Background: an optimization exercise with open tools, aiming at small area, a short achievable clock period and few clock cycles. Do not read the settings as production practice. In this exercise RTL edits were held to simulation tests only and were not proved equivalent to the original.

==> inputs of job 7458 <==
## Architecture
module Architecture #(parameter NX = 6, parameter NH = 4, parameter BITS = 16) (
	input								clk,
	input								rst,
	input								TR,
	input								VL,
	input	[NX-1:0][BITS-1:0]			x,
	input	[BITS-1:0]					y,
	input	[BITS-1:0]					lr,
	output	[BITS-1:0]					yhat,
	output	[BITS-1:0]					Error,
	output								S_Train,
	output								S_Error,
	output	[NH-1:0][NX:0][BITS-1:0]	WH,
	output	[NH:0][BITS-1:0]			WO
);
Settings: LEC_CHECK=0, CAP_MARGIN=40, CELL_PAD_IN_SITES_DETAIL_PLACEMENT=1, CELL_PAD_IN_SITES_GLOBAL_PLACEMENT=2, CORE_MARGIN=2, CORE_UTILIZATION=30, PLACE_DENSITY=0.5, SLEW_MARGIN=60; clock period 12.0 ns.
standard.sh (not shown) runs the stock make flow with config.mk's settings and CLKGATE_MAP_FILE= SYNTH_SCRIPT=/design/flow/synth_recipe.tcl, a recipe that flattens the netlist after the stock synthesis.
==> flow/flow/run.sh <==
#!/bin/bash
# The standard layout, with timing repair asked for 8.5 ns of setup slack
# (the clock and the constraints are the design's; only the repair effort differs).
set -euo pipefail
bash standard.sh SETUP_SLACK_MARGIN=8.5 finish > standard_flow.log 2>&1
==> job 9172 (differences from job 7458) <==
==> flow/flow/run.sh (replaced) <==
#!/bin/bash
# The standard layout, with timing repair asked for 7 ns of setup slack
# (the clock and the constraints are the design's; only the repair effort differs).
set -euo pipefail
bash standard.sh SETUP_SLACK_MARGIN=7.0 finish > standard_flow.log 2>&1
==> job 5705 (differences from job 7458) <==
==> flow/flow/run.sh (replaced) <==
#!/bin/bash
# The standard layout, with timing repair asked for 7.5 ns of setup slack
# (the clock and the constraints are the design's; only the repair effort differs).
set -euo pipefail
bash standard.sh SETUP_SLACK_MARGIN=7.5 finish > standard_flow.log 2>&1
==> job 1922 (differences from job 7458) <==
==> flow/flow/run.sh (replaced) <==
#!/bin/bash
# The standard layout, with timing repair asked for 8.0 ns of setup slack
# (the clock and the constraints are the design's; only the repair effort differs).
set -euo pipefail
bash standard.sh SETUP_SLACK_MARGIN=8.0 finish > standard_flow.log 2>&1
==> run notes <==
| metric | job 5705 | job 9172 | job 7458 | job 1922 |
|---|---|---|---|---|
| Outcome | complete, no violations | complete, no violations | complete, no violations | complete, no violations |
| Antenna diode count | 86 | 67 | 20 | 56 |
| Detailed-routing wirelength on met1 | 262100 um | 261100 um | 275000 um | 266900 um |
| Area grow syn2layout | 21.76% | 19.90% | 41.79% | 29.21% |
| Routability congestion estimate from global placement | 0.9079 | 0.9023 | 0.9110 | 0.9208 |
| Slew of the pin with the lowest slew margin | 657.9 ps | 776.2 ps | 793.9 ps | 690.6 ps |
| Number of detailed-route iterations in the first pass | 9 | 9 | 10 | 10 |
| Register-to-Register Path Depth | 18 | 19 | 21 | 20 |
| Met2 wire len | 286300 um | 287000 um | 301100 um | 298200 um |
| Via count of the first global-routing pass | 98690 | 98650 | 105400 | 101900 |
| Post-detailed-placement half-perimeter wirelength | 468000 um | 469000 um | 467000 um | 472200 um |
| Required time worst endpoint | 12650 ps | 12670 ps | 12650 ps | 12670 ps |
Testbench counts of job 7458, summed over its fixed seeds: cycles 25,928.
Testbench counts of job 9172, summed over its fixed seeds: cycles 25,928.
Testbench counts of job 5705, summed over its fixed seeds: cycles 25,928.
Testbench counts of job 1922, summed over its fixed seeds: cycles 25,928.

---

==> run a <==
Another version of the RTL of Architecture (not shown whole).
==> flow/config.mk <==
export PLATFORM = sky130hd
export DESIGN_NAME = Architecture
export DESIGN_NICKNAME = Architecture
export VERILOG_FILES = /design/flow/design.v
export SDC_FILE = /design/flow/constraint.sdc
export NUM_CORES = 4
export LEC_CHECK = 0
export CAP_MARGIN = 40
export CELL_PAD_IN_SITES_DETAIL_PLACEMENT = 1
export CELL_PAD_IN_SITES_GLOBAL_PLACEMENT = 2
export CORE_MARGIN = 2
export CORE_UTILIZATION = 30
export PLACE_DENSITY = 0.5
export SLEW_MARGIN = 60
==> flow/constraint.sdc <==
create_clock -name core_clock -period 12.0 [get_ports {clk}]
set_input_delay 2.4000 -clock core_clock [delete_from_list [all_inputs] [get_ports {clk}]]
set_output_delay 2.4000 -clock core_clock [all_outputs]
set_load 0.01 [all_outputs]
run.sh (not shown) runs the stock make flow with config.mk's settings and CLKGATE_MAP_FILE= SYNTH_SCRIPT=/design/flow/synth_recipe.tcl, a recipe that flattens the netlist after the stock synthesis.
Stock flow here: none of the scripts above is used.
==> run b: changes against run a <==
==> flow/flow/run.sh (new file) <==
#!/bin/bash
# The standard layout, with timing repair asked for 7 ns of setup slack
# (the clock and the constraints are the design's; only the repair effort differs).
set -euo pipefail
bash standard.sh SETUP_SLACK_MARGIN=7.0 finish > standard_flow.log 2>&1
==> flow/standard.sh (new file) <==
#!/bin/bash
# synth_recipe.tcl (not shown) runs the flow's synth.tcl, then flattens the netlist and writes it again
# the make line also repeats each setting of config.mk as NAME=value (left out here)
make -C /OpenROAD-flow-scripts/flow DESIGN_CONFIG=/design/flow/config.mk WORK_HOME=/design/flow/orfs CLKGATE_MAP_FILE= SYNTH_SCRIPT=/design/flow/synth_recipe.tcl "${@:-finish}"
removed: flow/run.sh
==> impl_metrics.py <==
metrics = {
    "status": {
        "outcome": "complete, no violations",
    },
    "finish": {
        "multi_input_area_um2": 72600,
        "area.growth.synth_to_final_pct": 19.9,
    },
    "sta": {
        "fin_crit_ns": 5.18,
        "max-slew-margin-rel_pct": 56.8,
    },
    "min_path": {
        "holdCritStartpoint": "s[18]",
    },
    "place": {
        "dp_cells": 17400,
    },
    "global_routing": {
        "antenna_found_initial": 67,
    },
    "routing": {
        "drt_wl_total_mm": 633,
    },
    "setup_path": {
        "crit_arrival_ns": 5.82,
    },
}
[end of results for run b]
==> impl_metrics.py <==
metrics = {
    "finish": {
        "num-fill-cells": 42600,
        "multi_input_area_um2": 72300,
        "area.growth.synth_to_final_pct": 19.3,
    },
    "sta": {
        "fin_crit_ns": 5.88,
        "max-slew-margin-rel_pct": 54.8,
    },
    "min_path": {
        "holdCritStartpoint": "R[483]",
    },
    "place": {
        "dp_cells": 17400,
    },
    "status": {
        "outcome": "complete, no violations",
    },
    "global_routing": {
        "antenna_found_initial": 91,
    },
    "setup_path": {
        "crit_arrival_ns": 6.55,
    },
}
[end of results for run a]
Testbench counts of run a, summed over its fixed seeds: cycles 25,928.
Testbench counts of run b, summed over its fixed seeds: cycles 25,928.

==> separate check: timing with driven ports <==
In the flow no input, the clock included, has a driving cell. The finished layouts below were timed again as built, in two steps.
Step 1 sets driving cells, clkbuf_16 on the clock port and buf_2 on the other inputs (assumed; they add their load-dependent delay and slew).
Step 2, shift: input delay + t, output delay - t, t = (earliest + latest rising clock arrival at the registers) / 2. This alone moves slack from input paths to output paths.
Slacks: ideal ports / drivers / drivers and shift; pairs: ideal ports / drivers.
run | shift t [ns] | slack for setup (ns) | worst setup path after step 2 | cell pins on the clock port's net
job 7458 | 1.026 | 7.123 / 7.123 / 7.123 | register to register | 1
job 9172 | 1.011 | 7.001 / 7.001 / 7.001 | register to register | 1
job 5705 | 1.010 | 7.259 / 7.259 / 7.259 | register to register | 1
job 1922 | 1.035 | 7.232 / 7.232 / 7.232 | register to register | 1
run a | 1.056 | 6.120 / 6.120 / 6.120 | register to register | 1
run b | 1.074 | 6.817 / 6.817 / 6.817 | register to register | 1
After both steps every run listed still meets setup and hold.
